From an optimization exercise on the open Yosys and OpenROAD flow, aimed at small area and a short achievable clock period; shortcuts taken in it are not production practice. At most, simulation tests tie the RTL to the original design; equivalence was not proved. For run 3, only the layout was checked, not whether the RTL still works. Power figures rest on the tool's default switching activity, not on a simulated workload.

--- config.mk ---
export PLATFORM = sky130hd
export DESIGN_NAME = Top_Phase1
export DESIGN_NICKNAME = Top_Phase1
export VERILOG_FILES = /design/flow/design.v
export SDC_FILE = /design/flow/constraint.sdc
export NUM_CORES = 4
export LEC_CHECK = 0
export CAP_MARGIN = 20
export CORE_MARGIN = 2
export CORE_UTILIZATION = 45
export CTS_CLUSTER_DIAMETER = 100
export CTS_CLUSTER_SIZE = 25
export SETUP_SLACK_MARGIN = 5
export SLEW_MARGIN = 20
export TNS_END_PERCENT = 100
--- constraint.sdc ---
create_clock -name core_clock -period 10.0 [get_ports {clk}]
set_input_delay 2.0000 -clock core_clock [delete_from_list [all_inputs] [get_ports {clk}]]
set_output_delay 2.0000 -clock core_clock [all_outputs]
set_load 0.01 [all_outputs]
--- run.sh ---
#!/bin/bash
# synth_recipe.tcl (not shown) runs the flow's synth.tcl, then flattens the netlist and writes it again
# the make line also repeats each setting of config.mk as NAME=value (left out here)
make -C /OpenROAD-flow-scripts/flow DESIGN_CONFIG=/design/flow/config.mk WORK_HOME=/design/flow/orfs CLKGATE_MAP_FILE= SYNTH_SCRIPT=/design/flow/synth_recipe.tcl finish
--- design.v ---
`timescale 1ns / 1ps
module Instruction_Fetch( clk,
                          reset,
                          pc
                        );
    input clk;
    input reset;
    output [31:0] pc;
    reg [31:2] pc_q;
    wire [31:2] pfx [0:5];
    assign pfx[0] = pc_q;
    genvar l, i;
    generate
        for (l = 0; l < 5; l = l + 1) begin : lvl
            for (i = 2; i < 32; i = i + 1) begin : bit_
                if (((i - 2) >> l) & 1)
                    assign pfx[l+1][i] = pfx[l][i] & pfx[l][((((i - 2) >> l) << l) - 1) + 2];
                else
                    assign pfx[l+1][i] = pfx[l][i];
            end
        end
    endgenerate
    wire [31:2] carry = {pfx[5][30:2], 1'b1};
    always @(posedge clk or posedge reset) begin
        if (reset)
            pc_q <= 30'd0;
        else
            pc_q <= pc_q ^ carry;
    end
    assign pc = {pc_q, 2'b00};
endmodule
`timescale 1ns / 1ps
module Instruction_decode( instruction,
                           rs1,
                           rs2,
                           rd,
                           is_imm,
                           inv,
                           sel_add,
                           sel_slt,
                           sel_sltu,
                           sel_xor,
                           sel_or,
                           sel_and,
                           sel_sll,
                           sel_sr,
                           arith,
                           imm
                        );
    input [31:0] instruction;
    output [4:0] rs1;
    output [4:0] rs2;
    output [4:0] rd;
    output is_imm;                       
    output inv;                          
    output sel_add, sel_slt, sel_sltu, sel_xor, sel_or, sel_and, sel_sll, sel_sr;
    output arith;                        
    output [31:0] imm;
    wire [6:0] opcode = instruction[6:0];
    wire [2:0] funct3 = instruction[14:12];
    wire [6:0] funct7 = instruction[31:25];
    assign rd  = instruction[11:7];
    assign rs1 = instruction[19:15];
    assign rs2 = instruction[24:20];
    assign imm = {{20{instruction[31]}}, instruction[31:20]};
    wire op_i = (opcode == 7'b0010011);
    wire op_r = (opcode == 7'b0110011);
    wire f7_0 = (funct7 == 7'b0000000);
    wire f7_s = (funct7 == 7'b0100000);
    wire base = op_i | (op_r & f7_0);    
    assign is_imm   = op_i;
    assign sel_add  = (funct3 == 3'b000) & (op_i | (op_r & (f7_0 | f7_s)));
    assign sel_slt  = (funct3 == 3'b010) & base;
    assign sel_sltu = (funct3 == 3'b011) & base;
    assign sel_xor  = (funct3 == 3'b100) & base;
    assign sel_or   = (funct3 == 3'b110) & base;
    assign sel_and  = (funct3 == 3'b111) & base;
    assign sel_sll  = (funct3 == 3'b001) & base;
    assign sel_sr   = (funct3 == 3'b101) & (op_i | op_r) & (f7_0 | f7_s);
    assign arith    = f7_s;
    assign inv      = ((funct3 == 3'b000) & op_r & f7_s) | sel_slt | sel_sltu;
endmodule
`timescale 1ns / 1ps
module Register_File( clk,
                      rs1,
                      rs2,
                      rd,
                      rd1,
                      rd2,
                      wd
                    );
    input clk;
    input [4:0] rs1;
    input [4:0] rs2;
    input [4:0] rd;                                                          
    input [31:0] wd;
    output reg [31:0] rd1;
    output reg [31:0] rd2;
    wire [32*32-1:0] q;
    assign q[31:0] = 32'd0;
    genvar g;
    generate
        for (g = 1; g < 32; g = g + 1) begin : x
            reg [31:0] r;
            always @(posedge clk)
                if (rd == g)
                    r <= wd;
            assign q[32*g +: 32] = r;
        end
    endgenerate
    integer k;
    always @(*) begin
        rd1 = 32'd0;
        rd2 = 32'd0;
        for (k = 1; k < 32; k = k + 1) begin
            rd1 = rd1 | ({32{rs1 == k}} & q[32*k +: 32]);
            rd2 = rd2 | ({32{rs2 == k}} & q[32*k +: 32]);
        end
    end
endmodule
`timescale 1ns / 1ps
module Execution_Unit_ALU( op1,
                           op2,
                           inv,
                           sel_add,
                           sel_slt,
                           sel_sltu,
                           sel_xor,
                           sel_or,
                           sel_and,
                           sel_sll,
                           sel_sr,
                           sh1,
                           sh2,
                           sh3,
                           sra,
                           result
                         );
    input [31:0] op1;
    input [31:0] op2;
    input inv;
    input sel_add, sel_slt, sel_sltu, sel_xor, sel_or, sel_and, sel_sll, sel_sr;
    input [7:0] sh1;                     
    input [3:0] sh2;                     
    input [1:0] sh3;                     
    input sra;                           
    output [31:0] result;
    wire [33:0] sum_x = {1'b0, op1, 1'b1} + {1'b0, op2, inv};
    wire [31:0] sum = sum_x[32:1];
    wire cout = sum_x[33];
    wire sltu = ~cout;
    wire slt  = cout ^ op1[31] ^ op2[31];
    wire fill = sra & op1[31];          
    reg [31:0] t1, t2, t3, rev;
    integer i, k;
    always @(*) begin
        for (i = 0; i < 32; i = i + 1) begin
            t1[i] = 1'b0;
            for (k = 0; k < 4; k = k + 1) begin
                t1[i] = t1[i] | (sh1[k]   & ((i + k < 32) ? op1[i + k] : fill))
                              | (sh1[4+k] & ((i + k < 32) ? op1[31 - i - k] : 1'b0));
            end
        end
        for (i = 0; i < 32; i = i + 1) begin
            t2[i] = 1'b0;
            for (k = 0; k < 4; k = k + 1)
                t2[i] = t2[i] | (sh2[k] & ((i + 4*k < 32) ? t1[i + 4*k] : fill));
        end
        for (i = 0; i < 32; i = i + 1) begin
            t3[i] = (sh3[0] & t2[i]) | (sh3[1] & ((i + 16 < 32) ? t2[i + 16] : fill));
            rev[31 - i] = t3[i];
        end
    end
    assign result = ({32{sel_add}} & sum[31:0])
                  | ({32{sel_xor}} & (op1 ^ op2))
                  | ({32{sel_or}}  & (op1 | op2))
                  | ({32{sel_and}} & (op1 & op2))
                  | ({32{sel_sr}}  & t3)
                  | ({32{sel_sll}} & rev)
                  | {31'd0, (sel_slt & slt) | (sel_sltu & sltu)};
endmodule
`timescale 1ns / 1ps
module Top_Phase1( clk,
            reset,
            imem_data,
            pc,
            wb_rd,
            wb_data
    );
    input clk;
    input reset;
    input [31:0] imem_data;                                              
    output [31:0] pc;                                                    
    output [4:0] wb_rd;                                                  
    output [31:0] wb_data;                                               
    Instruction_Fetch IF( .clk(clk),
                          .reset(reset),
                          .pc(pc)
                        );
    wire [4:0] n_rs1, n_rs2, n_rd;
    wire n_is_imm, n_inv;
    wire n_add, n_slt, n_sltu, n_xor, n_or, n_and, n_sll, n_sr, n_arith;
    wire [31:0] n_imm;
    Instruction_decode ID( .instruction(imem_data),
                           .rs1(n_rs1),
                           .rs2(n_rs2),
                           .rd(n_rd),
                           .is_imm(n_is_imm),
                           .inv(n_inv),
                           .sel_add(n_add),
                           .sel_slt(n_slt),
                           .sel_sltu(n_sltu),
                           .sel_xor(n_xor),
                           .sel_or(n_or),
                           .sel_and(n_and),
                           .sel_sll(n_sll),
                           .sel_sr(n_sr),
                           .arith(n_arith),
                           .imm(n_imm)
                         );
    reg [4:0]  rd_q;                                                     
    reg [31:0] a_q, b_q;                                                 
    reg inv_q, add_q, slt_q, sltu_q, xor_q, or_q, and_q, sll_q, sr_q, sra_q;
    reg [7:0] sh1_q;
    reg [3:0] sh2_q;
    reg [1:0] sh3_q;
    wire [31:0] alu_result;
    wire [31:0] rf1, rf2;
    Register_File RF( .clk(clk),
                      .rs1(n_rs1),
                      .rs2(n_rs2),
                      .rd(rd_q),
                      .rd1(rf1),
                      .rd2(rf2),
                      .wd(alu_result)
                    );
    wire byp1 = (rd_q != 5'd0) && (n_rs1 == rd_q);
    wire byp2 = (rd_q != 5'd0) && (n_rs2 == rd_q) && !n_is_imm;
    wire [31:0] a_d = byp1 ? alu_result : rf1;
    wire [31:0] b_slow = (n_is_imm ? n_imm : rf2) ^ {32{n_inv}};
    wire [31:0] b_d = byp2 ? (alu_result ^ {32{n_inv}}) : b_slow;
    wire [4:0] shamt = n_is_imm ? n_imm[4:0] : (byp2 ? alu_result[4:0] : rf2[4:0]);
    always @(posedge clk or posedge reset) begin
        if (reset)
            rd_q <= 5'd0;
        else
            rd_q <= n_rd;
    end
    integer j;
    always @(posedge clk) begin
        a_q    <= a_d;
        b_q    <= b_d;
        inv_q  <= n_inv;
        add_q  <= n_add;
        slt_q  <= n_slt;
        sltu_q <= n_sltu;
        xor_q  <= n_xor;
        or_q   <= n_or;
        and_q  <= n_and;
        sll_q  <= n_sll;
        sr_q   <= n_sr;
        sra_q  <= n_sr & n_arith;
        for (j = 0; j < 4; j = j + 1) begin
            sh1_q[j]   <= !n_sll && (shamt[1:0] == j);
            sh1_q[4+j] <=  n_sll && (shamt[1:0] == j);
            sh2_q[j]   <= (shamt[3:2] == j);
        end
        sh3_q[0] <= !shamt[4];
        sh3_q[1] <=  shamt[4];
    end
    Execution_Unit_ALU ALU( .op1(a_q),
                            .op2(b_q),
                            .inv(inv_q),
                            .sel_add(add_q),
                            .sel_slt(slt_q),
                            .sel_sltu(sltu_q),
                            .sel_xor(xor_q),
                            .sel_or(or_q),
                            .sel_and(and_q),
                            .sel_sll(sll_q),
                            .sel_sr(sr_q),
                            .sh1(sh1_q),
                            .sh2(sh2_q),
                            .sh3(sh3_q),
                            .sra(sra_q),
                            .result(alu_result)
                          );
    assign wb_rd   = rd_q;
    assign wb_data = alu_result;
endmodule
==> results.cfg, run 1 <==
[sta]
timing.fmax_mhz = 179
tightest_slew_ns = 1.20
tns_ns = 0
relSlewSlack = 0.202
hold_viol = 0
slew_viol_final = 0
rsz0062_at_grt = true
setup_viol = 0
skew_ns = 0.0435
setup_slack_ns = 4.41
period_needed_ns = 5.59
post-route-period-util = 0.559

[critical_path]
start_kind = register
crit_arrival_ns = 3.59
required_ns = 8.00
critical_path_class = reg -> out
path_max_fanout = 15
end_kind = output port

[outcome]
outcome = finished clean

[synth]
synth.area.top_cells = edfxtp_1 58%, a22oi_1 10%, a221oi_1 3.7%
synthFlopType = edfxtp_1
syn-cell-area_sq_um = 51000
yosysWarnings = 4
synth.ff_latch_count = 1115
synth_cell_type_count = 77
syn_area_per_cell_sq_um = 12.9
synth_edf_count = 992
synth-seq-area-share = 0.636
yosysTopAreaCell = edfxtp_1
ys_async_sr_fraction = 0.0314
synth_top_cell_area_share = 0.584
netlist_instances = 3940

[floorplanning]
pin_count = 103
floorplan.rows = 123
core-area_sq_um = 112000
initial_core_util = 0.454
dieHeight_microns = 341
die_area_sq_um = 116000
die_w_microns = 341

[power_and_ir_drop]
finalPower_mw = 9.69
irDropWorstVdd_uv = 104
power_density_nw_per_um2 = 158
power.leakage_nw = 20.0

[cts]
clk-insertion-delay-late_ns = 0.73
cts.path.max_buffers = 3
cts_tree = yes
cts-htree-levels = 2
cts_sinks = 1115
cts_made_buffers = 51
cts_hold_buffers = 0
clkTransAtPathRegs_ns = 0.10
clk_root_buffer_cell = clkbuf_16

[layout]
mostFrequentLayoutCells = 992 x edfxtp_1, 645 x a22oi_1, 384 x buf_4
utilization = 0.547
final_common_cell = edfxtp_1
final_nets = 4358
area_delta_synth_final_pct = 20.6
drive_above_1_share = 0.236
fillers = 9176

[detailed_routing]
dr_total_vias = 47100
drc = 0
drt-pass1-iter-count = 12
drt-initial-drc-count = 11000
vias_per_cell = 8.11
detail_route.wl_per_cell_microns = 46.0
finalWirelength_microns = 267000
ant_nets = 0

[worst_hold_path]
worstHoldPathType = reg -> reg

[global_route]
antenna_found_initial = 20
grt_use_total = 0.442
grt_overflow_total = 0
grt_pass1_wl_microns = 354000
grt_pass1_vias = 42900
grt_max_degree = 39

[job]
maxCapViolCount = 0

[placed_design]
port_buffers = 100
place_ws_ns = 3.36
place.gp.congestion = 0.984
dp_hpwl_microns = 139000
-- final cells by class --
class	count	area, sq um	area share
antenna	25	62.6	0.00102
tap	1500	1880	0.0305
inverter	94	407	0.00662
clock inverter	5	67.6	0.00110
clock buffer	79	1420	0.0232
multi-input combinational	2404	19300	0.315
timing repair inverter	7	40.0	0.000652
timing repair buffer	581	5640	0.0918
sequential	1115	32600	0.530
-- routing by layer --
layer  wire length (microns)  share of wire  vias to the layer above  global-route usage
met1                   83000           0.31                    22500               0.520
li1                        -              -                    17000                   -
met3                   53300           0.20                     1941               0.246
met4                   27100           0.10                       27               0.300
met5                     417         0.0016                        -              0.0368
met2                  103000           0.39                     5669               0.609
-- sequential cells by signal (all words and copies together), names as in the netlist --
signal,flops
RF.x.r,992
a_q,32
b_q,32
IF.pc_q,30
sh1_q,8
rd_q,5
sh2_q,4
sh3_q,2
add_q,1
and_q,1
inv_q,1
or_q,1
sll_q,1
slt_q,1
sltu_q,1
sr_q,1
sra_q,1
xor_q,1
-- path summary, 6_finish.rpt --
check                                      from                    end  slack [ns]  depth (start not counted)
setup / recovery               sh1_q[0]$_DFF_P_            wb_data[30]        4.41                         11
hold / removal             IF.pc_q[2]$_DFF_PP0_   IF.pc_q[2]$_DFF_PP0_        0.45                          1
setup reg to reg               sh3_q[0]$_DFF_P_        a_q[13]$_DFF_P_        5.25                         19
hold reg to reg            IF.pc_q[2]$_DFF_PP0_   IF.pc_q[2]$_DFF_PP0_        0.45                          1
max in group asynchronous                 reset      rd_q[0]$_DFF_PP0_        7.97                          3
min in group asynchronous                 reset  IF.pc_q[28]$_DFF_PP0_        1.68                          3
-- power breakdown --
part / total [mW] / leakage, nW / internal (mW) / switching [mW]
sequential: 5.25 / 10.1 / 5.13 / 0.126
combinational: 1.91 / 9.27 / 0.746 / 1.17
clock: 2.53 / 0.720 / 1.02 / 1.51
-- worst max-delay path, stage by stage, from the launching register on --
cell and delay, ns:
dfxtp_4 0.37, buf_12 0.15, a222oi_1 0.34, o21ai_1 0.11, a221o_1 0.36, a221o_1 0.40, o2bb2ai_4 0.18, a221o_1 0.40
a21oi_4 0.16, buf_12 0.14, clkinvlp_4 0.12, buf_6 0.15
-- through the flow --
stage | hold slack [ns] | cell area, sq um | instances
4_1_cts | 0.458 | 59800 | 5690
3_5_place_dp | 0.444 | 54600 | 5374
5_1_grt | 0.488 | 61400 | 5804
3_3_place_gp | 0.439 | 54600 | 5373
6_report | 0.453 | 61400 | 5810
2_1_floorplan | 0.482 | 51100 | 3941
-- synthesized netlist by cell type, types with 39 or more instances --
library cell	number
a21oi_1	109
a221oi_1	217
a22o_1	204
a22oi_1	680
buf_1	48
clkbuf_1	250
dfxtp_1	88
edfxtp_1	992
ha_1	69
inv_1	92
nand2_1	130
nand3_1	121
nand4_1	163
nor2_1	164
nor3_1	39
nor4_1	55
o21ai_0	80
xnor2_1	48
-- kinds of logic after synthesis --
logic type,after synthesis,share of synthesized area
DFF,1115,0.636
xor gates and xnor gates,83,0.0143
other,1,0.0000736
buffers and inverters,424,0.0323
adders and majority gates,70,0.0173
and+or+nand+nor,757,0.0759
AOI/OAI and AO/OA,1484,0.223
muxes,6,0.00120
-- timing repair --
action | in CTS | in global routing
gates cloned | 25 | 7
endpoints found under the hold margin | 0 | 0
endpoints found under the setup margin | 86 | 85
setup buffers | 207 | 88
pin swaps | 131 | 112
gates resized for setup | 511 | 191
==> run 2, diff against run 1 <==
--- a/config.mk
+++ b/config.mk
@@ -9,5 +9,3 @@
 export CORE_MARGIN = 2
-export CORE_UTILIZATION = 45
-export CTS_CLUSTER_DIAMETER = 100
-export CTS_CLUSTER_SIZE = 25
+export CORE_UTILIZATION = 40
 export SETUP_SLACK_MARGIN = 5
==> run 2 against run 1 <==
Against the previous run: clock power is 72% higher; total power is 20% higher; still clean on timing, DRC and antenna; non-clock buffer count is 81 higher; combinational power is 5% higher; register-to-register slack worse by 0.64 ns; final area is 5.8% higher; synthesized area stayed put; via count is 2.7% higher; final cell count is 5.9% higher.
==> results.cfg, run 2 <==
[synth]
yosysTopAreaCell = edfxtp_1
synthXorXnorAreaFrac = 0.0143
syn_area_per_cell_sq_um = 12.9
ys_async_sr_fraction = 0.0314
synth.ff_latch_count = 1115
synth_edf_count = 992
yosysMostFrequentCell = edfxtp_1
synth_compound_area_frac = 0.223
synth-adder-area-share = 0.0173
synthFlopType = edfxtp_1
netlist_instances = 3940
synthMuxAreaShare = 0.00120
synth_common_cells = 992 x edfxtp_1, 680 x a22oi_1, 250 x clkbuf_1
synth_cell_type_count = 77
synth-seq-area-share = 0.636
yosysWarnings = 4
synth_top_cell_area_share = 0.584
syn-cell-area_sq_um = 51000
synth.area.top_cells = edfxtp_1 58%, a22oi_1 10%, a221oi_1 3.7%
synthSimpleGateAreaFrac = 0.0759
synth_top_family_by_area = compound AO/OA/AOI/OAI gates

[floorplanning]
pin_count = 103
die_area_sq_um = 130000
die_w_microns = 361
core-area_sq_um = 126000
initial_core_util = 0.404
floorplan.rows = 130
dieHeight_microns = 361

[power_and_ir_drop]
switching_share = 0.285
p_clk_frac = 0.375
power_density_nw_per_um2 = 178
power.leakage_nw = 21.8
p_int_mw = 8.30
combPwrFrac = 0.172
sequentialPowerShare = 0.453
irDropWorstVdd_uv = 143
power_switching_mw = 3.31

[outcome]
outcome = finished clean

[layout]
mostFrequentLayoutCells = 992 x edfxtp_1, 645 x a22oi_1, 404 x buf_4
final_nets = 4494
area_delta_synth_final_pct = 27.6
reg_top3 = RF.x.r: 992 flops, a_q: 32 flops, b_q: 32 flops
multi_input_area_sq_um = 19600
regArea_sq_um = 32600
regMostFlops = RF.x.r
largest_register_ffs = 992
drive_above_1_share = 0.274
fillers = 10400
final_common_cell = edfxtp_1

[placed_design]
dp_hpwl_microns = 139000
port_buffers = 100
place_ws_ns = 3.52
place.gp.congestion = 0.997

[critical_path]
path_cells = buf_12, a22oi_2, nand4_1, a221o_1, nand2_2, o21ai_4, a221o_1, a221oi_4, inv_2, buf_6, buf_12, buf_8
crit_start = sh1_q[3]$_DFF_P_
crit_arrival_ns = 3.65
crit_end = wb_data[8]
end_kind = output port
critPathBufInv = 5
rr_startpoint = sh1_q[0]$_DFF_P_
crit_family = compound AO/OA/AOI/OAI gates
r2r-end = RF.x[24].r[2]$_DFFE_PN_
r2r_slack_ns = 4.61
path_max_fanout = 8
path_depth = 12
max_stage_delay_ns = 0.43
rr_worst_depth = 33
critical_path_class = reg -> out
crit_path_top_delay_cell = a221o_1
start_kind = register
required_ns = 8.00

[detailed_routing]
drt-initial-drc-count = 11000
drt-pass1-iter-count = 22
dr_total_vias = 48400
finalWirelength_microns = 272000
detail_route.wl_per_cell_microns = 44.3
vias_per_cell = 7.86
drc = 0
ant_nets = 0

[cts]
cts_tree = yes
cts_hold_buffers = 0
cts-htree-levels = 3
clk_root_buffer_cell = clkbuf_16
clk-insertion-delay-late_ns = 0.76
cts_sinks = 1115
clkTransAtPathRegs_ns = 0.06
cts.path.max_buffers = 3
cts_made_buffers = 112

[sta]
skew_ns = 0.0381
period_needed_ns = 5.65
tightest_slew_ns = 1.18
hold_viol = 0
relSlewSlack = 0.209
slew_viol_final = 0
rsz0062_at_grt = true
post-route-period-util = 0.565
tns_ns = 0
setup_slack_ns = 4.35
setup_viol = 0
timing.fmax_mhz = 177

[global_route]
grt_use_total = 0.398
grt_max_degree = 39
grt_pass1_wl_microns = 362000
grt_pass1_vias = 44500
antenna_found_initial = 10
grt_overflow_total = 0

[job]
maxCapViolCount = 0

[worst_hold_path]
worstHoldPathType = reg -> reg
-- run 2: final cells by class --
class | count | area share
Sequential cell | 1115 | 0.501
Multi-Input combinational cell | 2403 | 0.301
Timing Repair Buffer | 662 | 0.103
Clock buffer | 132 | 0.0459
Tap cell | 1650 | 0.0317
Clock inverter | 79 | 0.0113
Inverter | 94 | 0.00621
Antenna cell | 14 | 0.000539
Timing Repair inverter | 2 | 0.000212
-- run 2: cell families after synthesis --
family,Yosys count
simple gates,757
compound gates,1484
flops,1115
buf+inv,424
fa+ha+maj,70
xor+xnor,83
other cells,1
mux,6
-- run 2: per-stage QoR --
| stage | total power [mW] | util | instance area, sq um | hold WS [ns] | instances |
|---|---|---|---|---|---|
| after global placement | 6.57 | 0.435 | 54800 | 0.438 | 5528 |
| after floorplan | 6.06 | - | 51100 | 0.482 | 3941 |
| after CTS | 11.2 | 0.500 | 63000 | 0.456 | 6015 |
| after global routing | 11.8 | 0.516 | 65000 | 0.509 | 6140 |
| final | 11.6 | 0.516 | 65000 | 0.447 | 6151 |
| after detailed placement | 6.57 | 0.435 | 54800 | 0.446 | 5529 |
-- run 2: metal layers --
metal  global-route usage  routed length, microns  up-vias  part of all wire
li1                     -                       -    17300                 -
met4                0.275                   27300       16              0.10
met3                0.228                   54700     2031              0.20
met2                0.550                  105000     5985              0.39
met1                0.462                   84800    23000              0.31
met5               0.0155                     391        -            0.0014
-- run 2: worst min path at each step --
stage | startpoint | to | cells past startpoint
detailed placement | IF.pc_q[2]$_DFF_PP0_ | IF.pc_q[2]$_DFF_PP0_ | 1
floorplan | IF.pc_q[2]$_DFF_PP0_ | IF.pc_q[2]$_DFF_PP0_ | 1
global placement | IF.pc_q[2]$_DFF_PP0_ | IF.pc_q[2]$_DFF_PP0_ | 1
global route | IF.pc_q[5]$_DFF_PP0_ | IF.pc_q[5]$_DFF_PP0_ | 1
CTS | IF.pc_q[2]$_DFF_PP0_ | IF.pc_q[2]$_DFF_PP0_ | 1
finish | IF.pc_q[2]$_DFF_PP0_ | IF.pc_q[2]$_DFF_PP0_ | 1
-- run 2: repair_timing --
action | 4_1_cts | 5_1_grt
pin swaps | 136 | 126
resized for setup | 599 | 245
setup buffers | 246 | 112
endpoints found under the setup margin | 66 | 128
gates cloned | 29 | 10
endpoints found under the hold margin | 0 | 0
-- run 2: power groups by stage --
stage / combinational (mW) / clock (mW) / sequential, mW
after CTS: 1.67 / 4.31 / 5.24
after detailed placement: 1.21 / 0 / 5.35
after floorplan: 0.794 / 0 / 5.26
final: 2.00 / 4.35 / 5.26
after global routing: 2.03 / 4.50 / 5.26
after global placement: 1.22 / 0 / 5.35
==> run 3, diff against run 2 <==
--- a/design.v
+++ b/design.v
@@ -147,5 +147,4 @@
     output [31:0] result;
-    wire [33:0] sum_x = {1'b0, op1, 1'b1} + {1'b0, op2, inv};
-    wire [31:0] sum = sum_x[32:1];
-    wire cout = sum_x[33];
+    wire [32:0] sum = {1'b0, op1} + {1'b0, op2} + {32'd0, inv};
+    wire cout = sum[32];
     wire sltu = ~cout;
--- a/config.mk
+++ b/config.mk
@@ -10,4 +10,2 @@
 export CORE_UTILIZATION = 40
-export SETUP_SLACK_MARGIN = 5
 export SLEW_MARGIN = 20
-export TNS_END_PERCENT = 100
==> run 3 against run 2 <==
Against the previous run: worst hold slack improved by 0.014 ns; setup slack got worse by 1.7 ns; total power fell by 6.3%; still clean; clock power barely moved; final cell count fell by 7.0%.
==> results.cfg, run 3 <==
[detailed_routing]
drt-pass1-iter-count = 14
drc = 0
detail_route.wl_per_cell_microns = 44.1
vias_per_cell = 7.81
finalWirelength_microns = 252000
drt-initial-drc-count = 10500
ant_nets = 0
dr_total_vias = 44600

[synth]
netlist_instances = 3922
synthFlopType = edfxtp_1
synthSimpleGateAreaFrac = 0.0721
yosysWarnings = 4
synth_compound_area_frac = 0.227
synth_common_cells = 992 x edfxtp_1, 670 x a22oi_1, 236 x clkbuf_1
ys_async_sr_fraction = 0.0314
synthMuxAreaShare = 0.00103
synth_edf_count = 992
synth.area.top_cells = edfxtp_1 58%, a22oi_1 9.8%, a22o_1 3.8%
yosysTopAreaCell = edfxtp_1
synth-seq-area-share = 0.635
synth_top_family_by_area = compound AO/OA/AOI/OAI gates
synth-adder-area-share = 0.0177
syn-cell-area_sq_um = 51100
yosysMostFrequentCell = edfxtp_1
synthXorXnorAreaFrac = 0.0144
syn_area_per_cell_sq_um = 13.0
synth_top_cell_area_share = 0.583
synth_cell_type_count = 86
synth.ff_latch_count = 1115

[sta]
skew_ns = 0.0357
period_needed_ns = 7.36
setup_viol = 0
tns_ns = 0
timing.fmax_mhz = 136
rsz0062_at_grt = false
slew_viol_final = 0
post-route-period-util = 0.736
hold_viol = 0
tightest_slew_ns = 1.27
relSlewSlack = 0.147

[layout]
mostFrequentLayoutCells = 992 x edfxtp_1, 670 x a22oi_1, 221 x a22o_1
final_common_cell = edfxtp_1
finalNonFillerCells = 5718
final_nets = 4058
largest_register_ffs = 992
area_delta_synth_final_pct = 14.5
reg_top3 = RF.x.r: 992 flops, a_q: 32 flops, b_q: 32 flops
fillers = 11200
regMostFlops = RF.x.r
drive_above_1_share = 0.118

[cts]
clk_root_buffer_cell = clkbuf_16
clkTransAtPathRegs_ns = 0.06
cts_sinks = 1115
cts_tree = yes
cts.path.max_buffers = 3
clk-insertion-delay-late_ns = 0.74
cts_resized = 0
post_cts_buffers = 0
cts_made_buffers = 111
cts_hold_buffers = 0
cts-htree-levels = 3

[critical_path]
start_kind = register
path_cells = inv_1, ha_1, a21o_1, a21o_1, a21o_1, nor4_1, and2_4, a22o_1, a21oi_1, inv_1, clkdlybuf4s50_1
path_max_fanout = 32
required_ns = 8.00
crit_path_frequent_cell = a21o_1
end_kind = output port
critical_path_class = reg -> out
rr_startpoint = a_q[22]$_DFF_P_
crit_arrival_ns = 5.36
crit_start = a_q[22]$_DFF_P_
critPathBufInv = 3
crit_path_top_delay_cell = dfxtp_1
crit_family = buffers and inverters
max_stage_delay_ns = 1.06

[global_route]
grt_use_total = 0.373
grt_pass1_vias = 41500
grt_overflow_total = 0
grt_max_degree = 37
grt_pass1_wl_microns = 339000
antenna_found_initial = 14

[power_and_ir_drop]
p_int_mw = 7.95
power.leakage_nw = 18.8
power_density_nw_per_um2 = 186
switching_share = 0.268
irDropWorstVdd_uv = 133
sequentialPowerShare = 0.488
p_clk_frac = 0.398
power_switching_mw = 2.92
combPwrFrac = 0.114

[placed_design]
placed_cells = 5502
place.gp.congestion = 0.971
dp_hpwl_microns = 137000
port_buffers = 100

[floorplanning]
dieHeight_microns = 361
die_area_sq_um = 131000
floorplan.rows = 131
die_w_microns = 361
initial_core_util = 0.402
pin_count = 103
core-area_sq_um = 127000

[worst_hold_path]
hold_start = IF.pc_q[2]$_DFF_PP0_
worstHoldPathType = reg -> reg

[job]
maxCapViolCount = 0

[outcome]
outcome = finished clean
run 3: layout make-up:
class,instances,area (sq um),area share
Tap cell,1662,2080,0.0356
Multi-Input combinational cell,2388,17800,0.304
Timing Repair Buffer,241,2060,0.0352
Clock buffer,143,3090,0.0529
Clock inverter,67,643,0.0110
Sequential cell,1115,32400,0.555
Antenna cell,6,15.0,0.000257
Inverter,96,360,0.00616
run 3: kinds of logic (layout without fill, tap and decap cells):
| group | Yosys count | in the layout |
|---|---|---|
| simple gates | 723 | 723 |
| flops | 1115 | 1115 |
| compound gates | 1504 | 1504 |
| fa+ha+maj | 71 | 71 |
| buf+inv | 420 | 547 |
| mux | 4 | 4 |
| other cells | 1 | 8 |
| xor+xnor | 84 | 84 |
run 3: final timing paths:
kind                                         end  slack (ns)  cells past startpoint
max                                  wb_data[27]        2.64                     11
min                         IF.pc_q[2]$_DFF_PP0_        0.46                      1
max reg2reg                       a_q[0]$_DFF_P_        5.40                     12
min reg2reg                 IF.pc_q[2]$_DFF_PP0_        0.46                      1
max in group asynchronous   IF.pc_q[5]$_DFF_PP0_        7.99                      3
min in group asynchronous  IF.pc_q[17]$_DFF_PP0_        1.69                      3
run 3: metrics by stage:
step	worst slack [ns]	instance area, sq um	util	power, mW	hold slack, ns
2_1_floorplan	4.32	51100	-	6.04	0.482
3_3_place_gp	3.59	54700	0.430	6.55	0.435
3_5_place_dp	3.57	54700	0.430	6.55	0.442
4_1_cts	2.83	58400	0.459	10.8	0.464
5_1_grt	2.48	58500	0.460	11.1	0.493
6_report	2.64	58500	0.460	10.9	0.461
run 3: power groups by stage:
stage / combinational [mW] / sequential, mW / clock [mW]
finish: 1.24 / 5.30 / 4.33
CTS: 1.17 / 5.29 / 4.31
detailed placement: 1.16 / 5.39 / 0
global route: 1.29 / 5.31 / 4.48
floorplan: 0.769 / 5.27 / 0
global placement: 1.16 / 5.39 / 0
run 3: layer usage:
metal	up-vias	part of all wire	GRT usage
li1	16400	-	-
met1	21500	0.33	0.456
met2	5074	0.40	0.523
met3	1637	0.18	0.181
met4	16	0.091	0.241
met5	-	0.00055	0.00185
==> run 4, diff against run 3 <==
--- a/design.v
+++ b/design.v
@@ -121,8 +121,8 @@
 `timescale 1ns / 1ps
-module Execution_Unit_ALU( op1,
-                           op2,
+module Execution_Unit_ALU( gen,
+                           prop,
                            inv,
+                           cmp1,
+                           cmp0,
                            sel_add,
-                           sel_slt,
-                           sel_sltu,
                            sel_xor,
@@ -134,21 +134,20 @@
                            sh2,
-                           sh3,
-                           sra,
+                           fill,
                            result
                          );
-    input [31:0] op1;
-    input [31:0] op2;
+    input [31:0] gen;
+    input [31:0] prop;
     input inv;
-    input sel_add, sel_slt, sel_sltu, sel_xor, sel_or, sel_and, sel_sll, sel_sr;
-    input [7:0] sh1;                     
-    input [3:0] sh2;                     
-    input [1:0] sh3;                     
-    input sra;                           
+    input cmp1;                          
+    input cmp0;                          
+    input sel_add, sel_xor, sel_or, sel_and, sel_sll, sel_sr;
+    input [31:0] sh1;                    
+    input [7:0] sh2;                     
+    input fill;                          
     output [31:0] result;
-    wire [32:0] sum = {1'b0, op1} + {1'b0, op2} + {32'd0, inv};
-    wire cout = sum[32];
-    wire sltu = ~cout;
-    wire slt  = cout ^ op1[31] ^ op2[31];
-    wire fill = sra & op1[31];          
-    reg [31:0] t1, t2, t3, rev;
+    wire [32:0] c;                       
+    Carry_Prefix CP( .g(gen), .p(prop), .cin(inv), .c(c) );
+    wire [31:0] sum = prop ^ c[31:0];
+    wire cmp = c[32] ? cmp1 : cmp0;
+    reg [31:0] u, rev;
     integer i, k;
@@ -156,25 +155,40 @@
         for (i = 0; i < 32; i = i + 1) begin
-            t1[i] = 1'b0;
-            for (k = 0; k < 4; k = k + 1) begin
-                t1[i] = t1[i] | (sh1[k]   & ((i + k < 32) ? op1[i + k] : fill))
-                              | (sh1[4+k] & ((i + k < 32) ? op1[31 - i - k] : 1'b0));
-            end
-        end
-        for (i = 0; i < 32; i = i + 1) begin
-            t2[i] = 1'b0;
-            for (k = 0; k < 4; k = k + 1)
-                t2[i] = t2[i] | (sh2[k] & ((i + 4*k < 32) ? t1[i + 4*k] : fill));
-        end
-        for (i = 0; i < 32; i = i + 1) begin
-            t3[i] = (sh3[0] & t2[i]) | (sh3[1] & ((i + 16 < 32) ? t2[i + 16] : fill));
-            rev[31 - i] = t3[i];
+            u[i] = 1'b0;
+            for (k = 0; k < 8; k = k + 1)
+                u[i] = u[i] | (sh2[k] & ((i + 4*k < 32) ? sh1[i + 4*k] : fill));
+            rev[31 - i] = u[i];
         end
     end
-    assign result = ({32{sel_add}} & sum[31:0])
-                  | ({32{sel_xor}} & (op1 ^ op2))
-                  | ({32{sel_or}}  & (op1 | op2))
-                  | ({32{sel_and}} & (op1 & op2))
-                  | ({32{sel_sr}}  & t3)
+    assign result = ({32{sel_add}} & sum)
+                  | ({32{sel_xor}} & prop)
+                  | ({32{sel_or}}  & (prop | gen))
+                  | ({32{sel_and}} & gen)
+                  | ({32{sel_sr}}  & u)
                   | ({32{sel_sll}} & rev)
-                  | {31'd0, (sel_slt & slt) | (sel_sltu & sltu)};
+                  | {31'd0, cmp};
+endmodule
+module Carry_Prefix( g, p, cin, c );
+    input [31:0] g;
+    input [31:0] p;
+    input cin;
+    output [32:0] c;
+    wire [32:0] gg [0:6];
+    wire [32:0] pp [0:6];
+    assign gg[0] = {g, cin};
+    assign pp[0] = {p, 1'b0};
+    genvar l, i;
+    generate
+        for (l = 0; l < 6; l = l + 1) begin : lvl
+            for (i = 0; i <= 32; i = i + 1) begin : b_
+                if (i >= (1 << l)) begin
+                    assign gg[l+1][i] = gg[l][i] | (pp[l][i] & gg[l][i - (1 << l)]);
+                    assign pp[l+1][i] = pp[l][i] & pp[l][i - (1 << l)];
+                end else begin
+                    assign gg[l+1][i] = gg[l][i];
+                    assign pp[l+1][i] = pp[l][i];
+                end
+            end
+        end
+    endgenerate
+    assign c = gg[6];
 endmodule
@@ -220,7 +234,7 @@
     reg [4:0]  rd_q;                                                     
-    reg [31:0] a_q, b_q;                                                 
-    reg inv_q, add_q, slt_q, sltu_q, xor_q, or_q, and_q, sll_q, sr_q, sra_q;
-    reg [7:0] sh1_q;
-    reg [3:0] sh2_q;
-    reg [1:0] sh3_q;
+    reg [31:0] sh1_q;                                                    
+    reg [7:0] sh2_q;                                                     
+    reg fill_q;                                                          
+    reg [31:0] g_q, p_q;                                                 
+    reg inv_q, cmp1_q, cmp0_q, add_q, xor_q, or_q, and_q, sll_q, sr_q;
     wire [31:0] alu_result;
@@ -247,10 +261,27 @@
     end
+    wire sx = a_d[31] ^ b_d[31];
+    wire n_fill = n_sr & n_arith & a_d[31];
+    reg [31:0] x, t1;
+    integer i, k;
+    always @(*) begin
+        for (i = 0; i < 32; i = i + 1)
+            x[i] = n_sll ? a_d[31 - i] : a_d[i];
+        for (i = 0; i < 32; i = i + 1) begin
+            t1[i] = 1'b0;
+            for (k = 0; k < 4; k = k + 1)
+                t1[i] = t1[i] | ((shamt[1:0] == k) & ((i + k < 32) ? x[i + k] : n_fill));
+        end
+    end
     integer j;
     always @(posedge clk) begin
-        a_q    <= a_d;
-        b_q    <= b_d;
+        sh1_q  <= t1;
+        fill_q <= n_fill;
+        for (j = 0; j < 8; j = j + 1)
+            sh2_q[j] <= (shamt[4:2] == j);
+        g_q    <= a_d & b_d;
+        p_q    <= a_d ^ b_d;
         inv_q  <= n_inv;
+        cmp1_q <= n_slt & !sx;
+        cmp0_q <= (n_slt & sx) | n_sltu;
         add_q  <= n_add;
-        slt_q  <= n_slt;
-        sltu_q <= n_sltu;
         xor_q  <= n_xor;
@@ -260,17 +291,9 @@
         sr_q   <= n_sr;
-        sra_q  <= n_sr & n_arith;
-        for (j = 0; j < 4; j = j + 1) begin
-            sh1_q[j]   <= !n_sll && (shamt[1:0] == j);
-            sh1_q[4+j] <=  n_sll && (shamt[1:0] == j);
-            sh2_q[j]   <= (shamt[3:2] == j);
-        end
-        sh3_q[0] <= !shamt[4];
-        sh3_q[1] <=  shamt[4];
     end
-    Execution_Unit_ALU ALU( .op1(a_q),
-                            .op2(b_q),
+    Execution_Unit_ALU ALU( .gen(g_q),
+                            .prop(p_q),
                             .inv(inv_q),
+                            .cmp1(cmp1_q),
+                            .cmp0(cmp0_q),
                             .sel_add(add_q),
-                            .sel_slt(slt_q),
-                            .sel_sltu(sltu_q),
                             .sel_xor(xor_q),
@@ -282,4 +305,3 @@
                             .sh2(sh2_q),
-                            .sh3(sh3_q),
-                            .sra(sra_q),
+                            .fill(fill_q),
                             .result(alu_result)
--- a/config.mk
+++ b/config.mk
@@ -7,5 +7,10 @@
 export LEC_CHECK = 0
-export CAP_MARGIN = 20
+export CAP_MARGIN = 30
 export CORE_MARGIN = 2
 export CORE_UTILIZATION = 40
-export SLEW_MARGIN = 20
+export CTS_CLUSTER_DIAMETER = 100
+export CTS_CLUSTER_SIZE = 20
+export PLACE_DENSITY = 0.75
+export SETUP_SLACK_MARGIN = 5
+export SLEW_MARGIN = 30
+export TNS_END_PERCENT = 5
==> run 4 against run 3 <==
Against the previous run: largest cell class unchanged; sequential power grew 4.2%; clock-buffer cell count shrank 47; largest power group unchanged; sequential share of layout area shrank 0.50 points; critical path type unchanged; register-to-register slack lost 0.34 ns; clock skew grew 0.0088 ns; non-clock buffer count grew 168; synthesized area grew 1.2%; die area grew 1.2%.
==> results.cfg, run 4 <==
[cts]
cts_hold_buffers = 0
cts-htree-levels = 3
clkTransAtPathRegs_ns = 0.09
clk-insertion-delay-late_ns = 0.71
cts_made_buffers = 67
cts_sinks = 1141
cts_tree = yes
clk_root_buffer_cell = clkbuf_16
cts.path.max_buffers = 3

[detailed_routing]
dr_total_vias = 47100
ant_nets = 0
finalWirelength_microns = 255000
detail_route.wl_per_cell_microns = 42.3
drt-pass1-iter-count = 17
drc = 0
drt-initial-drc-count = 13600
vias_per_cell = 7.83

[critical_path]
critPathBufInv = 2
critical_path_class = reg -> out
end_kind = output port
crit_family = compound AO/OA/AOI/OAI gates
required_ns = 8.00
max_stage_delay_ns = 0.35
start_kind = register
crit_path_frequent_cell = a21oi_4
path_cells = ha_4, o211ai_1, nand2_2, a31o_4, a21oi_4, a31oi_4, xnor2_2, a21oi_4, clkinvlp_4, buf_6
crit_arrival_ns = 3.39
path_max_fanout = 4
crit_path_top_delay_cell = dfxtp_2

[layout]
finalNonFillerCells = 6017
drive_above_1_share = 0.158
area_delta_synth_final_pct = 16.1
mostFrequentLayoutCells = 992 x edfxtp_1, 899 x a22oi_1, 321 x nand2_1
largest_register_ffs = 992
regMostFlops = RF.x.r
final_common_cell = edfxtp_1
utilization = 0.469
final_nets = 4378

[power_and_ir_drop]
finalPower_mw = 9.80
power.leakage_nw = 20.2
irDropWorstVdd_uv = 148
power_density_nw_per_um2 = 163

[synth]
synth.ff_latch_count = 1141
synth_common_cells = 992 x edfxtp_1, 901 x a22oi_1, 328 x nand2_1
yosysTopAreaCell = edfxtp_1
synthFlopType = edfxtp_1
syn_area_per_cell_sq_um = 12.5
synth.area.top_cells = edfxtp_1 58%, a22oi_1 13%, dfxtp_1 4.4%
synth-seq-area-share = 0.637
yosysWarnings = 5
ys_async_sr_fraction = 0.0307
netlist_instances = 4126
synth_top_cell_area_share = 0.576
synth_cell_type_count = 92
synth_edf_count = 992
yosysMostFrequentCell = edfxtp_1
syn-cell-area_sq_um = 51700

[floorplanning]
core-area_sq_um = 128000
dieHeight_microns = 364
die_area_sq_um = 132000
die_w_microns = 364
floorplan.rows = 131
initial_core_util = 0.404
pin_count = 103

[sta]
relSlewSlack = 0.225
setup_viol = 0
tns_ns = 0
hold_viol = 0
slew_viol_final = 0
period_needed_ns = 5.39
skew_ns = 0.0445
tightest_slew_ns = 1.15
timing.fmax_mhz = 185
rsz0062_at_grt = true
post-route-period-util = 0.539

[global_route]
grt_overflow_total = 0
grt_pass1_vias = 43100
antenna_found_initial = 26
grt_max_degree = 59
grt_pass1_wl_microns = 343000
grt_use_total = 0.372

[placed_design]
placed_cells = 5733
port_buffers = 100
place.gp.congestion = 1.05
dp_hpwl_microns = 138000

[job]
maxCapViolCount = 0

[worst_hold_path]
worstHoldPathType = reg -> reg

[outcome]
outcome = finished clean
-- run 4: power by group --
part / switching [mW] / internal, mW / total, mW
logic: 0.931 / 0.460 / 1.39
registers: 0.247 / 5.27 / 5.52
clock network: 1.60 / 1.29 / 2.89
total: 2.78 / 7.02 / 9.80
-- run 4: final cells by class --
| type | count | area [sq um] |
|---|---|---|
| diodes | 19 | 47.5 |
| clock buffers | 96 | 1850 |
| clock inverters | 3 | 41.3 |
| fillers | 11100 | 67800 |
| inverters | 42 | 171 |
| multi-input cells | 2643 | 19000 |
| flip-flops and latches | 1141 | 33000 |
| well taps | 1662 | 2080 |
| repair buffers | 409 | 3870 |
| repair inverters | 2 | 11.3 |
-- run 4: kinds of logic after synthesis --
family | after synthesis | share of synthesized area
buffers and inverters | 349 | 0.0266
other | 1 | 0.0000725
adders and majority gates | 38 | 0.00920
AOI/OAI and AO/OA | 1360 | 0.195
and+or+nand+nor | 1090 | 0.105
muxes | 72 | 0.0146
DFF | 1141 | 0.637
xor gates and xnor gates | 75 | 0.0127
-- run 4: routing by layer --
layer / vias to the layer above / track usage / part of all wire
li1: 17100 / - / -
met1: 21900 / 0.433 / 0.31
met2: 5941 / 0.499 / 0.38
met3: 2092 / 0.231 / 0.21
met4: 44 / 0.258 / 0.11
met5: - / 0.0113 / 0.0038
-- run 4: what timing repair did --
action / CTS / global route
resized for setup: 225 / 165
pin swaps: 55 / 36
cloned: 15 / 2
setup buffers: 110 / 37
setup endpoints to repair: 139 / 132
-- run 4: worst register-to-register path: cells and delay by family, from the launching register on --
kind	cells	cell delay, ns
buffers and inverters	21	2.60
AO/OA/AOI/OAI	5	0.91
flip-flops	1	0.59
adder cells (fa/ha/maj)	1	0.27
AND/OR/NAND/NOR	1	0.26
XOR/XNOR	1	0.20
-- run 4: final timing paths --
kind	startpoint	to	slack, ns	depth (start not counted)
min	IF.pc_q[2]$_DFF_PP0_	IF.pc_q[2]$_DFF_PP0_	0.45	1
max	p_q[0]$_DFF_P_	wb_data[25]	4.61	10
min reg2reg	IF.pc_q[2]$_DFF_PP0_	IF.pc_q[2]$_DFF_PP0_	0.45	1
max in group asynchronous	reset	IF.pc_q[25]$_DFF_PP0_	7.97	3
max reg2reg	sh2_q[7]$_DFF_P_	p_q[6]$_DFF_P_	5.06	29
min in group asynchronous	reset	rd_q[2]$_DFF_PP0_	1.71	3
-- run 4: per-stage QoR --
stage               cell area (sq um)  setup WS [ns]  hold slack, ns
finish                          60000           4.61           0.449
global route                    60000           4.59           0.476
CTS                             59100           4.65           0.456
detailed placement              55500           3.33           0.443
global placement                55400           3.44           0.437
floorplan                       51700           4.98           0.482
==> run 5, diff against run 4 <==
--- a/config.mk
+++ b/config.mk
@@ -9,6 +9,5 @@
 export CORE_MARGIN = 2
-export CORE_UTILIZATION = 40
+export CORE_UTILIZATION = 45
 export CTS_CLUSTER_DIAMETER = 100
 export CTS_CLUSTER_SIZE = 20
-export PLACE_DENSITY = 0.75
 export SETUP_SLACK_MARGIN = 5
==> run 5 against run 4 <==
Against the previous run: setup slack better by 0.0062 ns; final area increased by 0.82%; die area down 11%; synthesized cell count did not move; total power grew 1.0%; via count grew 0.25%; combinational power barely moved; non-clock buffer count up 68; register-to-register slack worse by 0.45 ns; critical endpoint is now RF.x[3].r[0]$_DFFE_PN_; still clean on timing, DRC and antenna.
==> results.cfg, run 5 <==
[critical_path]
critical_path_class = reg -> reg
crit_arrival_ns = 5.83
start_kind = register
crit_path_frequent_cell = buf_4
max_stage_delay_ns = 0.48
required_ns = 10.44
path_max_fanout = 16
crit_path_top_delay_cell = or4_4
end_kind = register

[sta]
tightest_slew_ns = 1.20
rsz0062_at_grt = true
period_needed_ns = 5.39
hold-worst-slack_ns = 0.476
post-route-period-util = 0.539
hold_viol = 0
setup_viol = 0
tns_ns = 0
relSlewSlack = 0.203
slew_viol_final = 0
timing.fmax_mhz = 186
skew_ns = 0.0393

[detailed_routing]
drc = 0
wl_met2_microns = 106000
highest_layer = met5
drt-initial-drc-count = 10900
detail_route.wl_per_cell_microns = 45.6
met3WireLength_microns = 50600
met1_length_microns = 88300
drt-pass1-iter-count = 17
vias_per_cell = 7.95
dr_total_vias = 47200
ant_nets = 0
finalWirelength_microns = 271000

[layout]
final_area_sq_um = 60500
largest_register_ffs = 992
area_delta_synth_final_pct = 17.0
regMostFlops = RF.x.r
drive_above_1_share = 0.171
final_common_cell = edfxtp_1
utilization = 0.530
final_nets = 4444
mostFrequentLayoutCells = 992 x edfxtp_1, 900 x a22oi_1, 318 x nand2_1
finalNonFillerCells = 5939

[cts]
cts-htree-levels = 3
clkTransAtPathRegs_ns = 0.09
cts_made_buffers = 68
clk-insertion-delay-late_ns = 0.70
cts_hold_buffers = 0
cts_tree = yes
clk_root_buffer_cell = clkbuf_16
cts.path.max_buffers = 3
cts_sinks = 1141

[floorplanning]
dieHeight_microns = 343
floorplan.rows = 124
die_w_microns = 343
pin_count = 103
die_area_sq_um = 118000
core-area_sq_um = 114000
initial_core_util = 0.453

[global_route]
grt_use_total = 0.444
antenna_found_initial = 20
grt_pass1_vias = 42800
grt_max_degree = 41
grt_pass1_wl_microns = 358000
grt_overflow_total = 0

[synth]
synth_cell_type_count = 92
yosysMostFrequentCell = edfxtp_1
syn-cell-area_sq_um = 51700
netlist_instances = 4126
synth_edf_count = 992
syn_area_per_cell_sq_um = 12.5
synth-seq-area-share = 0.637
synth_common_cells = 992 x edfxtp_1, 901 x a22oi_1, 328 x nand2_1
synth.area.top_cells = edfxtp_1 58%, a22oi_1 13%, dfxtp_1 4.4%
yosysWarnings = 5
synthFlopType = edfxtp_1
synth.ff_latch_count = 1141
ys_async_sr_fraction = 0.0307
yosysTopAreaCell = edfxtp_1
synth_top_cell_area_share = 0.576

[job]
maxCapViolCount = 0

[placed_design]
port_buffers = 100
place.gp.congestion = 0.997
placed_cells = 5613
dp_hpwl_microns = 153000
placed_area_sq_um = 55600

[worst_hold_path]
worstHoldPathType = reg -> reg

[power_and_ir_drop]
power_density_nw_per_um2 = 164
irDropWorstVdd_uv = 129
power.leakage_nw = 20.6

[outcome]
outcome = finished clean
run 5: path summary, 6_finish.rpt:
| path | startpoint | endpoint | slack (ns) | depth (start not counted) |
|---|---|---|---|---|
| setup / recovery | sh2_q[4]$_DFF_P_ | RF.x[3].r[0]$_DFFE_PN_ | 4.61 | 30 |
| hold / removal | IF.pc_q[31]$_DFF_PP0_ | IF.pc_q[31]$_DFF_PP0_ | 0.48 | 1 |
| setup reg to reg | sh2_q[4]$_DFF_P_ | RF.x[3].r[0]$_DFFE_PN_ | 4.61 | 30 |
| hold reg to reg | IF.pc_q[31]$_DFF_PP0_ | IF.pc_q[31]$_DFF_PP0_ | 0.48 | 1 |
| max in group asynchronous | reset | IF.pc_q[6]$_DFF_PP0_ | 7.91 | 3 |
| min in group asynchronous | reset | rd_q[0]$_DFF_PP0_ | 1.75 | 3 |
run 5: area by class of cell:
type	count	area (sq um)
repair buffers	477	4580
well taps	1512	1890
diodes	19	47.5
clock inverters	11	98.8
multi-input cells	2641	18800
inverters	42	179
flip-flops and latches	1141	33000
clock buffers	95	1850
fillers	9705	53700
repair inverters	1	5.00
run 5: logic make-up after synthesis:
group / share of synthesized area
other cells: 0.0000725
mux: 0.0146
xor+xnor: 0.0127
compound gates: 0.195
buf+inv: 0.0266
fa+ha+maj: 0.00920
simple gates: 0.105
flops: 0.637
run 5: power by group:
| part | switching [mW] | internal [mW] |
|---|---|---|
| clock network | 1.67 | 1.31 |
| logic | 0.941 | 0.467 |
| registers | 0.250 | 5.27 |
| total | 2.86 | 7.05 |
run 5: through the flow:
step / worst slack [ns] / power, mW
6_report: 4.61 / 9.90
5_1_grt: 4.53 / 10.1
4_1_cts: 4.60 / 9.71
3_5_place_dp: 3.09 / 6.78
3_3_place_gp: 3.01 / 6.78
2_1_floorplan: 4.98 / 6.20
run 5: repair_timing:
item,in CTS,in global routing
pin swaps,67,29
gates cloned,13,6
setup endpoints to repair,139,152
resized for setup,253,114
buffers inserted,126,56
run 5: layer usage:
layer / track usage / up-vias
met5: 0.0184 / -
met4: 0.283 / 24
met3: 0.227 / 1793
met2: 0.617 / 5517
met1: 0.542 / 22600
li1: - / 17200
run 5: critical path: cells and delay by family (launching register included):
kind | cells | cell delay, ns
DFF | 1 | 0.34
and+or+nand+nor | 3 | 0.75
AOI/OAI and AO/OA | 2 | 0.69
buffers and inverters | 25 | 3.35

[separate check: timing with driven ports]
No port has a modelled driver above. Below, the same layouts with a new extraction and two added sets of constraints. Step 1 (the two cells are an assumption about what drives the block):
set clk [get_ports {clk}]
set_driving_cell -lib_cell sky130_fd_sc_hd__clkbuf_16 $clk
set_driving_cell -lib_cell sky130_fd_sc_hd__buf_2 [delete_from_list [all_inputs] $clk]
Step 2 moves the port delays by t, midway between the first and last clock arrival at a register: inputs arrive t later, outputs are due t later. That takes back most of the time a late clock gives input paths. Three values: ideal ports, drivers, drivers and shift; two values: the first two.
| run | shift t [ns] | setup slack, ns | worst slew at a driven data input, ns |
|---|---|---|---|
| run 1 | 0.782 | 4.407 / 4.332 / 3.966 | 0.04 |
| run 2 | 0.821 | 4.345 / 4.269 / 4.070 | 0.09 |
| run 3 | 0.802 | 2.636 / 2.559 / 3.361 | 0.06 |
| run 4 | 0.764 | 4.608 / 4.530 / 3.946 | 0.13 |
| run 5 | 0.764 | 4.614 / 4.533 / 4.103 | 0.06 |
After both steps every run listed still meets setup and hold. For run 4, which loses most, drivers alone change the setup slack by -0.078 ns; drivers and shift together by -0.662 ns.
